From an optimization exercise on the open Yosys and OpenROAD flow, aimed at small area and a short achievable clock period; shortcuts taken in it are not production practice. In this exercise RTL edits were held to simulation tests only and were not proved equivalent to the original. The flow treats the clock pin as an ideal source, which a real chip does not have. No activity file was given, so power comes from the tool's default toggle rates.

// alu_top
module alu_top(
    input             clk,
    input      [31:0] a,
    input      [31:0] b,
    input      [3:0]  aluc,
    output reg [31:0] r,
    output reg        zero,
    output reg        carry,
    output reg        negative,
    output reg        overflow
    );
    reg  [31:0] a_q;
    reg  [31:0] b_q;
    reg  [3:0]  aluc_q;
    wire [31:0] r_w;
    wire        zero_w;
    wire        carry_w;
    wire        negative_w;
    wire        overflow_w;
    alu u_alu(
        .a(a_q), .b(b_q), .aluc(aluc_q),
        .r(r_w), .zero(zero_w), .carry(carry_w),
        .negative(negative_w), .overflow(overflow_w)
    );
    always @(posedge clk) begin
        a_q      <= a;
        b_q      <= b;
        aluc_q   <= aluc;
        r        <= r_w;
        zero     <= zero_w;
        carry    <= carry_w;
        negative <= negative_w;
        overflow <= overflow_w;
    end
endmodule
Settings: LEC_CHECK=0, ABC_AREA=1, CAP_MARGIN=20, CORE_MARGIN=2, CORE_UTILIZATION=40, SETUP_SLACK_MARGIN=2.5, SLEW_MARGIN=20; clock period 6.0 ns.
standard.sh (not shown) runs the stock make flow with config.mk's settings and CLKGATE_MAP_FILE= SYNTH_SCRIPT=/design/flow/synth_recipe.tcl, a recipe that flattens the netlist after the stock synthesis.
==> flow/flow/run.sh <==
#!/bin/bash
# Layout flow: the standard synthesis, then the combinational logic is
# mapped again onto the standard cells with a delay-oriented ABC script (the
# registers, their names and cell types are kept as the standard synthesis
# made them), then the standard layout from floorplan to finish with
# buf_1 port buffers.
# Each tool's output goes to a log file of its own in this folder.
set -euo pipefail
here=$(pwd)
res=$here/orfs/results/${FLOW_PLATFORM}/alu_top/base
lib=$FLOW_HOME/platforms/${FLOW_PLATFORM}/lib/sky130_fd_sc_hd__tt_025C_1v80.lib
yosys_bin=$FLOW_HOME/../tools/install/yosys/bin/yosys
[[ -x $yosys_bin ]] || yosys_bin=yosys

# 1. standard synthesis
bash standard.sh synth > "$here/flow_synth.log" 2>&1

# 2. map the combinational logic again
cp "$res/1_2_yosys.v" "$here/standard_synth.v"
dont_use=""
for c in $(sed -n '/^export DONT_USE_CELLS/,/^#/p' "$FLOW_HOME/platforms/${FLOW_PLATFORM}/config.mk" | grep -o 'sky130_fd_sc_hd__[A-Za-z0-9_]*'); do
  dont_use="$dont_use -dont_use $c"
done
cat > "$here/remap.ys" <<EOS
read_liberty -ignore_miss_func $lib
read_verilog $here/standard_synth.v
hierarchy -top $FLOW_TOP
setattr -mod -set keep_hierarchy 1 sky130_fd_sc_hd__dfxtp_1
flatten
opt_clean -purge
abc -script $here/flow/remap.abc -liberty $lib $dont_use
opt_clean -purge
hilomap -singleton -hicell sky130_fd_sc_hd__conb_1 HI -locell sky130_fd_sc_hd__conb_1 LO
splitnets
opt_clean -purge
select $FLOW_TOP
tee -o $here/remap_stat.txt stat -liberty $lib
write_verilog -noattr -nohex -nodec -selected $here/remap.v
EOS
"$yosys_bin" -s "$here/remap.ys" > "$here/remap.log" 2>&1
cp "$here/remap.v" "$res/1_2_yosys.v"
rm -f "$res/1_synth.odb" "$res/1_synth.sdc"

# 3. standard layout on the new netlist
bash standard.sh "BUFFER_PORTS_ARGS=-buffer_cell sky130_fd_sc_hd__buf_1" finish > "$here/flow_finish.log" 2>&1
==> flow/flow/remap.abc <==
strash
 dch -f
 amap
 topo
 stime -c
 buffer -c
 upsize -c
 dnsize -c
Rerun with:
--- a/flow/flow/run.sh
+++ b/flow/flow/run.sh
@@ -6 +6,2 @@
-# buf_1 port buffers.
+# buf_1 port buffers. After clock tree synthesis flow/skew.tcl delays the
+# clock of the result registers (useful skew for the paths into them).
@@ -45 +46,5 @@
-bash standard.sh "BUFFER_PORTS_ARGS=-buffer_cell sky130_fd_sc_hd__buf_1" finish > "$here/flow_finish.log" 2>&1
+# Up to clock tree synthesis the repair aims at a slack margin of 2.0 ns
+# (the skew added after it gives the result registers more); global routing's
+# repair then aims at 3.4 ns with the skew in place.
+bash standard.sh "BUFFER_PORTS_ARGS=-buffer_cell sky130_fd_sc_hd__buf_1" "POST_CTS_TCL=$here/flow/skew.tcl" "SETUP_SLACK_MARGIN=2.0" cts > "$here/flow_cts.log" 2>&1
+bash standard.sh "BUFFER_PORTS_ARGS=-buffer_cell sky130_fd_sc_hd__buf_1" "POST_CTS_TCL=$here/flow/skew.tcl" "SETUP_SLACK_MARGIN=3.4" finish > "$here/flow_finish.log" 2>&1
==> flow/flow/remap.abc (replaced) <==
strash
 dch -f
 map
 strash
 dch -f
 map
 topo
 stime -c
 buffer -c
 upsize -c
 dnsize -c
==> flow/flow/skew.tcl (new file) <==
# Delay the clock of the result registers (the alu's outputs) behind a delay
# cell and a clock buffer per clock-tree leaf net, giving the paths from the
# operand registers to them more time. Runs as ORFS's POST_CTS_TCL hook.
set skew_cells [expr {[info exists ::env(SKEW_CELLS)] ? $::env(SKEW_CELLS) : "sky130_fd_sc_hd__clkdlybuf4s50_1 sky130_fd_sc_hd__clkbuf_8"}]
set block [ord::get_db_block]
set groups [dict create]
foreach inst [$block getInsts] {
  set name [$inst getName]
  if {[regexp {^(r\\?\[[0-9]+\\?\]|zero|carry|negative|overflow)\$_DFF_P_$} $name]} {
    set net [[$inst findITerm CLK] getNet]
    dict lappend groups [$net getName] $inst
  }
}
set k 0
dict for {netname insts} $groups {
  set net [$block findNet $netname]
  set sx 0; set sy 0; set n 0
  foreach inst $insts {
    set loc [$inst getLocation]
    set sx [expr {$sx + [lindex $loc 0]}]
    set sy [expr {$sy + [lindex $loc 1]}]
    incr n
  }
  set in_net $net
  set j 0
  foreach cell $skew_cells {
    set master [[ord::get_db] findMaster $cell]
    set buf [odb::dbInst_create $block $master skewbuf_${k}_$j]
    set nnet [odb::dbNet_create $block skewnet_${k}_$j]
    $nnet setSigType CLOCK
    [$buf findITerm A] connect $in_net
    [$buf findITerm X] connect $nnet
    $buf setLocation [expr {$sx / $n}] [expr {$sy / $n}]
    $buf setPlacementStatus PLACED
    set in_net $nnet
    incr j
  }
  foreach inst $insts {
    set it [$inst findITerm CLK]
    $it disconnect
    $it connect $in_net
  }
  puts "skew: $n registers on $netname behind $j cells"
  incr k
}
global_connect
detailed_placement
check_placement
Settings changed: SETUP_SLACK_MARGIN 2.5 to 3.4.
The new run finished clean.
Clock skew increases by 0.70 ns.
Worst hold slack is worse by 0.68 ns.
Area after synthesis increases by about a fifth.
Routed wire length increases by a quarter to a third.
Sequential power increases slightly.
Power increases by about a fifth.
Core utilization decreases by 0.59 points.
Design area increases by about a fifth.
Sequential share of layout area decreases by 3.0 points.
Combinational power increases by a few percent.
Register-to-register slack is better by 1.8 ns.
Rerun with:
--- a/flow/flow/run.sh
+++ b/flow/flow/run.sh
@@ -6,2 +6 @@
-# buf_1 port buffers. After clock tree synthesis flow/skew.tcl delays the
-# clock of the result registers (useful skew for the paths into them).
+# buf_1 port buffers.
@@ -46,5 +45 @@
-# Up to clock tree synthesis the repair aims at a slack margin of 2.0 ns
-# (the skew added after it gives the result registers more); global routing's
-# repair then aims at 3.4 ns with the skew in place.
-bash standard.sh "BUFFER_PORTS_ARGS=-buffer_cell sky130_fd_sc_hd__buf_1" "POST_CTS_TCL=$here/flow/skew.tcl" "SETUP_SLACK_MARGIN=2.0" cts > "$here/flow_cts.log" 2>&1
-bash standard.sh "BUFFER_PORTS_ARGS=-buffer_cell sky130_fd_sc_hd__buf_1" "POST_CTS_TCL=$here/flow/skew.tcl" "SETUP_SLACK_MARGIN=3.4" finish > "$here/flow_finish.log" 2>&1
+bash standard.sh "BUFFER_PORTS_ARGS=-buffer_cell sky130_fd_sc_hd__buf_1" finish > "$here/flow_finish.log" 2>&1
==> flow/flow/remap.abc (replaced) <==
strash
 dch -f
 map -D 2500
 topo
 stime -c
 buffer -c
 upsize -c
 dnsize -c
Settings changed: SETUP_SLACK_MARGIN 3.4 to 2.5.
removed: flow/flow/skew.tcl
The changed run went through all stages and came out clean.
Synthesized cell count came out lower by 7.4%.
Design area came out lower by 12%.
Final cell count came out lower by about 7%.
Register-to-register slack got worse by 1.0 ns.
Sequential power came out lower by about 2%.
Global-route usage came out lower by 4.6 points.
Routed wire length came out lower by about 18%.
Clock skew came out lower by 0.70 ns.
Hold slack improved by 0.53 ns.
Critical path depth came out higher by 19.
Rerun with:
--- a/flow/flow/run.sh
+++ b/flow/flow/run.sh
@@ -6 +6,2 @@
-# buf_1 port buffers.
+# buf_1 port buffers. After clock tree synthesis flow/skew.tcl delays the
+# clock of the result registers (useful skew for the paths into them).
@@ -45 +46 @@
-bash standard.sh "BUFFER_PORTS_ARGS=-buffer_cell sky130_fd_sc_hd__buf_1" finish > "$here/flow_finish.log" 2>&1
+bash standard.sh "BUFFER_PORTS_ARGS=-buffer_cell sky130_fd_sc_hd__buf_1" "POST_CTS_TCL=$here/flow/skew.tcl" finish > "$here/flow_finish.log" 2>&1
==> flow/flow/remap.abc (replaced) <==
strash
 dch -f
 map
 strash
 dch -f
 map
 topo
 stime -c
 buffer -c
 upsize -c
 dnsize -c
==> flow/flow/skew.tcl (new file) <==
# Delay the clock of the result registers (the alu's outputs) behind a delay
# cell and a clock buffer per clock-tree leaf net, giving the paths from the
# operand registers to them more time. Runs as ORFS's POST_CTS_TCL hook.
set skew_cells [expr {[info exists ::env(SKEW_CELLS)] ? $::env(SKEW_CELLS) : "sky130_fd_sc_hd__clkdlybuf4s25_1 sky130_fd_sc_hd__clkbuf_8"}]
set block [ord::get_db_block]
set groups [dict create]
foreach inst [$block getInsts] {
  set name [$inst getName]
  if {[regexp {^(r\\?\[[0-9]+\\?\]|zero|carry|negative|overflow)\$_DFF_P_$} $name]} {
    set net [[$inst findITerm CLK] getNet]
    dict lappend groups [$net getName] $inst
  }
}
set k 0
dict for {netname insts} $groups {
  set net [$block findNet $netname]
  set sx 0; set sy 0; set n 0
  foreach inst $insts {
    set loc [$inst getLocation]
    set sx [expr {$sx + [lindex $loc 0]}]
    set sy [expr {$sy + [lindex $loc 1]}]
    incr n
  }
  set in_net $net
  set j 0
  foreach cell $skew_cells {
    set master [[ord::get_db] findMaster $cell]
    set buf [odb::dbInst_create $block $master skewbuf_${k}_$j]
    set nnet [odb::dbNet_create $block skewnet_${k}_$j]
    $nnet setSigType CLOCK
    [$buf findITerm A] connect $in_net
    [$buf findITerm X] connect $nnet
    $buf setLocation [expr {$sx / $n}] [expr {$sy / $n}]
    $buf setPlacementStatus PLACED
    set in_net $nnet
    incr j
  }
  foreach inst $insts {
    set it [$inst findITerm CLK]
    $it disconnect
    $it connect $in_net
  }
  puts "skew: $n registers on $netname behind $j cells"
  incr k
}
global_connect
detailed_placement
check_placement
Settings changed: SETUP_SLACK_MARGIN 2.5 to 3.2.
Total power increases by 11%.
Global-route usage increases by 6.8 points.
Sequential share of layout area decreases by 2.7 points.
Routed wire length increases by 22%.
Register-to-register slack improved by 0.83 ns.
Sequential cell count is unchanged.
Die area increases by 5.8%.

==> what the ideal ports hide <==
No port has a modelled driver above. Below, the same layouts with a new extraction and two added sets of constraints. Step 1 (the two cells are an assumption about what drives the block):
set clk [get_ports {clk}]
set_driving_cell -lib_cell sky130_fd_sc_hd__clkbuf_16 $clk
set_driving_cell -lib_cell sky130_fd_sc_hd__buf_2 [delete_from_list [all_inputs] $clk]
Step 2, shift: input delay + t, output delay - t, t = (earliest + latest rising clock arrival at the registers) / 2. This alone moves slack from input paths to output paths. Three values: no drivers, after step 1, after step 2; two values: the first two.
| run | shift t [ns] | setup WS [ns] | latest minus earliest clock arrival (ns) | pins driven straight from the clock port |
|---|---|---|---|---|
| the first run | 0.403 | 1.542 / 1.542 / 1.542 | 0.011 / 0.012 | 1 |
| the second run | 0.748 | 3.238 / 3.188 / 3.317 | 0.709 / 0.709 | 1 |
| the third run | 0.411 | 2.301 / 2.301 / 2.301 | 0.011 / 0.011 | 1 |
| the fourth run | 0.627 | 3.133 / 3.133 / 3.133 | 0.462 / 0.462 | 1 |
Clock arrivals are far apart in the second run and the fourth run, so t is only a midpoint there and step 2 fits no single register.
